This design comes from an exercise in tuning for small area, a short achievable clock period and few clock cycles on the open sky130 flow, not from production work. Only simulation tests tie the RTL to the original design; equivalence was not proved. No activity file was given, so power comes from the tool's default toggle rates.

== job 3862 ==
// LASER
module LASER(CLK, RST, X, Y, C1X, C1Y, C2X, C2Y, DONE);
input CLK, RST;
input [3:0] X, Y;
output reg DONE;
output [3:0] C1X, C1Y, C2X, C2Y;
reg rq;
reg [3:0] xq;
reg [15:0] m0;
reg [15:0] m2;
reg [15:0] m3;
reg [15:0] m4;
reg [15:0] m5;
reg [15:0] m6;
reg [15:0] m7;
reg [15:0] m8;
reg [15:0] m9;
reg [15:0] m10;
reg [15:0] m11;
reg [15:0] m12;
reg [15:0] m13;
reg [15:0] m14;
reg [5:0] u;
wire [2:0] ph = u[2:0];
reg we, keep, cut, v6, v5, upd, last1, clr;
reg [3:0] yo;    
wire [5:0] un = (rq | (u == 6'd59)) ? 6'd63 : u + 6'd1;
wire [15:0] pdec = we ? (16'd1 << yo) : 16'd0;
always @(posedge CLK) begin
  rq <= RST;
  xq <= X;
  yo <= Y - {ph, 1'b0} - 4'd4;
  u <= un;
  we    <= ~RST & (un <= 6'd39);
  keep  <= ~RST & (un <= 6'd54);
  cut   <= (un >= 6'd40) & (un <= 6'd47);
  v6    <= (un[2:0] <= 3'd6);
  v5    <= (un[2:0] <= 3'd5);
  upd   <= ~RST & (un >= 6'd43) & (un <= 6'd58);
  last1 <= (un == 6'd50);
  clr   <= RST | (un == 6'd63);
end
localparam [7:0] E0_0 = 8'b11111010, E0_1 = 8'b01111111;
  ...
Size: ~1800 cells after synthesis, roughly 350 flip-flops.
clock: 6.0 ns
lec_check: 0
abc_area: 1
abc_clock_period_in_ps: 2400
cap_margin: 20
core_margin: 2
core_utilization: 40
cts_buf_list: sky130_fd_sc_hd__clkbuf_4 sky130_fd_sc_hd__clkbuf_8
setup_slack_margin: 3.6
slew_margin: 20
run.sh (not shown) runs the stock make flow with config.mk's settings and CLKGATE_MAP_FILE= SYNTH_SCRIPT=/design/flow/synth_recipe.tcl, a recipe that flattens the netlist after the stock synthesis.
Job 3862 went all the way through synthesis, placement and routing and the layout is clean on timing, DRC and antenna.
Testbench counts of job 3862, summed over its fixed seeds: cycles 15,608.
[inputs] job 6110 vs job 3862
- ABC_CLOCK_PERIOD_IN_PS: 2400 -> unset
### Flow results
- Reported for job 3862 and job 6110, routed metal-1 wirelength turned out identical to the last digit.
- Per the comparison of job 6110 with job 3862, number of distinct library cell variants in the gate-level netlist after synthesis stayed essentially flat; synthesized area per cell stayed essentially flat; largest net degree at the start of global routing stayed essentially flat; number of stages on the worst hold path stayed essentially flat; routed wire length on met3 stayed essentially flat.
- Going from job 3862 to job 6110, post-layout utilization of the core flat; area of all placed cells without fillers flat; fraction of registers with async set/reset flat.
#### Input delta (job 4825 over job 6110)
- ABC_AREA: 1 -> 0
- ABC_CLOCK_PERIOD_IN_PS: unset -> 2400
Results
Number of nets in the layout, job 4825 and job 6110: smaller value in job 4825. Between job 4825 and job 6110, global routing met1 resource utilization is higher for job 4825, job 6110 comes in under that. When job 4825 is measured against job 6110, its post-route standard cell area excluding fillers turns out 190 um2 higher. In the tables for job 4825 and job 6110, endpoint arrival time on the critical path reads higher with job 4825. The maximum frequency of job 4825 was superior to that of job 6110. Looking at count of vias placed by the detailed router, job 4825 sits about 6% lower than job 6110 does. Largest net degree at the start of global routing (lower): job 4825.

* * *

## lane 1
LASER again, from the RTL that the note above started with.
==> flow/design.v (excerpt) <==
module LASER(CLK, RST, X, Y, C1X, C1Y, C2X, C2Y, DONE);
input CLK, RST;
input [3:0] X, Y;
output reg DONE;
output [3:0] C1X, C1Y, C2X, C2Y;
reg rq;
reg [3:0] xq;
reg [15:0] m0;
reg [15:0] m2;
reg [15:0] m3;
reg [15:0] m4;
reg [15:0] m5;
reg [15:0] m6;
reg [15:0] m7;
reg [15:0] m8;
reg [15:0] m9;
reg [15:0] m10;
reg [15:0] m11;
reg [15:0] m12;
reg [15:0] m13;
reg [15:0] m14;
reg [5:0] u;
wire [2:0] ph = u[2:0];
reg we, keep, cut, v6, v5, upd, last1, clr;
reg [3:0] yo;    
wire [5:0] un = (rq | (u == 6'd59)) ? 6'd63 : u + 6'd1;
wire [15:0] pdec = we ? (16'd1 << yo) : 16'd0;
always @(posedge CLK) begin
  rq <= RST;
  xq <= X;
  yo <= Y - {ph, 1'b0} - 4'd4;
  u <= un;
  we    <= ~RST & (un <= 6'd39);
  keep  <= ~RST & (un <= 6'd54);
  cut   <= (un >= 6'd40) & (un <= 6'd47);
  v6    <= (un[2:0] <= 3'd6);
  v5    <= (un[2:0] <= 3'd5);
  upd   <= ~RST & (un >= 6'd43) & (un <= 6'd58);
  last1 <= (un == 6'd50);
  clr   <= RST | (un == 6'd63);
end
localparam [7:0] E0_0 = 8'b11111010, E0_1 = 8'b01111111;
wire [1:0] wr0 = m0[1:0] & ~({2{cut}} & {E0_1[ph], E0_0[ph]});
always @(posedge CLK) m0 <= (keep ? {wr0, m0[15:2]} : 16'd0) | ((xq == 4'd0) ? pdec : 16'd0);
localparam [7:0] E2_0 = 8'b01110111, E2_1 = 8'b10101111;
wire [1:0] wr2 = m2[1:0] & ~({2{cut}} & {E2_1[ph], E2_0[ph]});
always @(posedge CLK) m2 <= (keep ? {wr2, m2[15:2]} : 16'd0) | ((xq == 4'd2) ? pdec : 16'd0);
localparam [7:0] E3_0 = 8'b01110111, E3_1 = 8'b10101111;
wire [1:0] wr3 = m3[1:0] & ~({2{cut}} & {E3_1[ph], E3_0[ph]});
always @(posedge CLK) m3 <= (keep ? {wr3, m3[15:2]} : 16'd0) | ((xq == 4'd3) ? pdec : 16'd0);
localparam [7:0] E4_0 = 8'b11111111, E4_1 = 8'b10101111;
wire [1:0] wr4 = m4[1:0] & ~({2{cut}} & {E4_1[ph], E4_0[ph]});
always @(posedge CLK) m4 <= (keep ? {wr4, m4[15:2]} : 16'd0) | ((xq == 4'd4) ? pdec : 16'd0);
localparam [7:0] E5_0 = 8'b01110111, E5_1 = 8'b10101111;
wire [1:0] wr5 = m5[1:0] & ~({2{cut}} & {E5_1[ph], E5_0[ph]});
always @(posedge CLK) m5 <= (keep ? {wr5, m5[15:2]} : 16'd0) | ((xq == 4'd5) ? pdec : 16'd0);
localparam [7:0] E6_0 = 8'b01110111, E6_1 = 8'b10101111;
wire [1:0] wr6 = m6[1:0] & ~({2{cut}} & {E6_1[ph], E6_0[ph]});
always @(posedge CLK) m6 <= (keep ? {wr6, m6[15:2]} : 16'd0) | ((xq == 4'd6) ? pdec : 16'd0);
localparam [7:0] E7_0 = 8'b01110111, E7_1 = 8'b01101111;
  ...
make LEC_CHECK=0 ABC_AREA=1 CAP_MARGIN=20 CORE_MARGIN=2 CORE_UTILIZATION=40 CTS_BUF_LIST='sky130_fd_sc_hd__clkbuf_4 sky130_fd_sc_hd__clkbuf_8' PLACE_DENSITY=0.75 SETUP_SLACK_MARGIN=3.6 SLEW_MARGIN=20 finish   # period 6.0 ns
Lane 1 finished all stages; the layout is clean.
Testbench counts of lane 1, summed over its fixed seeds: cycles 15,608.
#### Input delta (lane 2 over lane 1)
- SLEW_MARGIN changed from 20 to 5
- PLACE_DENSITY removed (was 0.75)
- CAP_MARGIN changed from 20 to 5
Per the comparison of lane 2 with lane 1, share of the clock period used by the worst path fell by 0.31 points; worst setup slack after placement rose by 8.8 ps; net switching fraction of the power higher; minimum hold slack rose by 43 ps.
Lane 1 leaves less setup margin than lane 2.
Lane 2 ended up with a higher register-to-register setup slack than lane 1 did.
Between lane 2 and lane 1, the relative area change from synthesis to final layout does not differ in any meaningful way.
Lane 2 has aggregate global-route resource usage above what lane 1 had.
Between lane 2 and lane 1, the cell area figures differ only marginally.
Wire length of the first global-routing pass (higher): lane 2
The launch point of the worst path comes out m5[1]$_DFF_P_ in one run and m3[1]$_DFF_P_ in the other, namely in lane 1 and lane 2 respectively.
Changes in lane 3 relative to lane 2:
- changing CTS_BUF_LIST from sky130_fd_sc_hd__clkbuf_4 sky130_fd_sc_hd__clkbuf_8 to sky130_fd_sc_hd__clkbuf_8
- changing SLEW_MARGIN from 5 to 20
- changing CAP_MARGIN from 5 to 20
- setting CTS_CLUSTER_SIZE to 40 for the first time
- Lane 3 closes out successfully: all stages finished, all timing, DRC and antenna checks passed.
- Lane 2 leaves more setup margin than lane 3.
- Instance area after placement came out exactly the same in lane 2 and lane 3.
- Against lane 2, lane 3 comes in about 20% lower on final-layout clock buffer total.

* * *

LASER again, from the RTL that the note above started with.
==> flow/config.mk <==
export PLATFORM = sky130hd
export DESIGN_NAME = LASER
export DESIGN_NICKNAME = LASER
export VERILOG_FILES = /design/flow/design.v
export SDC_FILE = /design/flow/constraint.sdc
export NUM_CORES = 4
export LEC_CHECK = 0
export ABC_AREA = 1
export CAP_MARGIN = 20
export CORE_MARGIN = 2
export CORE_UTILIZATION = 40
export CTS_BUF_LIST = sky130_fd_sc_hd__clkbuf_4 sky130_fd_sc_hd__clkbuf_8
export SETUP_SLACK_MARGIN = 3.45
export SLEW_MARGIN = 20
==> flow/constraint.sdc <==
create_clock -name core_clock -period 6.0 [get_ports {CLK}]
set_input_delay 1.2000 -clock core_clock [delete_from_list [all_inputs] [get_ports {CLK}]]
set_output_delay 1.2000 -clock core_clock [all_outputs]
set_load 0.01 [all_outputs]
The baseline completed with no timing, DRC or antenna violations.
Testbench counts at the start, summed over its fixed seeds: cycles 15,608.
Rerun with:
CTS_BUF_LIST = not set   (was sky130_fd_sc_hd__clkbuf_4 sky130_fd_sc_hd__clkbuf_8)
SETUP_SLACK_MARGIN = 3.6   (was 3.45)
- The new run finished clean
- sequential share of layout area stays flat
- combinational power grows by about 1%
- worst hold slack is better by 0.023 ns
- cell area barely changes
- total power grows by 0.64%
Rerun with:
CORE_UTILIZATION = 60   (was 40)
=>
- The new run went through all stages and came out clean
- cell count goes down by 6.5%
- wire length drops by 0.41%
- fmax is lower by 0.55%
- cell area came out lower by 0.93%

* * *

## the previous run
Another version of the RTL of LASER (not shown whole).
Size in the first run: about 1600 cells after synthesis, roughly 350 flip-flops.
make LEC_CHECK=0 ABC_AREA=1 CAP_MARGIN=20 CORE_MARGIN=2 CORE_UTILIZATION=40 CTS_BUF_LIST=sky130_fd_sc_hd__clkbuf_16 CTS_CLUSTER_DIAMETER=150 CTS_CLUSTER_SIZE=25 SETUP_SLACK_MARGIN=3.75 SLEW_MARGIN=20 finish   # period 6.0 ns
Testbench counts of the previous run, summed over its fixed seeds: cycles 15,608.
Inputs modified between the previous run and the current run:
diff --git a/flow/config.mk b/flow/config.mk
--- a/flow/config.mk
+++ b/flow/config.mk
@@ -14,2 +14,3 @@
-export CTS_CLUSTER_SIZE = 25
-export SETUP_SLACK_MARGIN = 3.75
+export CTS_CLUSTER_SIZE = 20
+export GPL_TIMING_DRIVEN = 0
+export SETUP_SLACK_MARGIN = 3.7
[summary]
- Lower count of placed standard cells in the final layout, fillers left out among the previous run and the current run: the previous run
- Worst setup path endpoint: sc[2][3]$_DFF_P_ -> the previous run, m6[15]$_DFF_P_ -> the current run
- Changes observed in the current run relative to the previous run: minimum clock period rose by 44 ps; clock distribution power rose by about 5%; net load switching power rose by 0.077 mW; proportion of total power due to net switching rose by 0.51 points; number of non-clock buffers rose by 69.
- The current run completed end to end with timing, DRC and antenna clean.
- | register cell area after layout | the previous run vs the current run | ≈ equal |
- Design area, the previous run and the current run, lower one = the previous run.
- The previous run has lower maximum cell stage delay along the critical path than the current run.
- The previous run -> the current run: final-layout fill cell count flat
- Of the previous run and the current run, the lower final setup slack of the worst path belongs to the current run.

static timing again, ports no longer ideal:
The results above use ideal ports. As a check the final layouts listed here were re-extracted and re-timed, cells and wires unchanged. Step 1 (the two cells are an assumption about what drives the block):
set clk [get_ports {CLK}]
set_driving_cell -lib_cell sky130_fd_sc_hd__clkbuf_16 $clk
set_driving_cell -lib_cell sky130_fd_sc_hd__buf_2 [delete_from_list [all_inputs] $clk]
Step 2 adds t to the input delays and takes it off the output delays; t is the mean of the earliest and latest rising clock arrival at the registers after step 1. Input paths then give back, and output paths get back, about the clock's delay inside the block. Three values: no drivers, after step 1, after step 2; two values: the first two.
run | shift t [ns] | setup WS [ns] | worst hold slack (ns) | worst data-port slew with drivers (ns)
job 3862 | 0.641 | 3.632 / 3.608 / 3.096 | 0.394 / 0.394 / 0.394 | 0.03
job 6110 | 0.641 | 3.632 / 3.608 / 3.096 | 0.394 / 0.394 / 0.394 | 0.03
job 4825 | 0.672 | 3.650 / 3.612 / 3.144 | 0.410 / 0.410 / 0.410 | 0.04
lane 1 | 0.611 | 3.614 / 3.614 / 3.127 | 0.351 / 0.351 / 0.351 | 0.03
lane 2 | 0.641 | 3.632 / 3.608 / 3.096 | 0.394 / 0.394 / 0.394 | 0.03
lane 3 | 0.629 | 3.601 / 3.555 / 3.111 | 0.388 / 0.388 / 0.388 | 0.03
the first run of note 3 | 0.637 | 3.550 / 3.534 / 3.113 | 0.354 / 0.354 / 0.354 | 0.05
the second run of note 3 | 0.572 | 3.628 / 3.604 / 3.109 | 0.377 / 0.377 / 0.377 | 0.03
the third run of note 3 | 0.563 | 3.615 / 3.611 / 3.134 | 0.320 / 0.320 / 0.320 | 0.04
the previous run | 0.551 | 3.742 / 3.742 / 3.292 | 0.356 / 0.356 / 0.356 | 0.03
the current run | 0.567 | 3.698 / 3.698 / 3.257 | 0.356 / 0.356 / 0.356 | 0.04
After both steps every run listed still meets setup and hold.
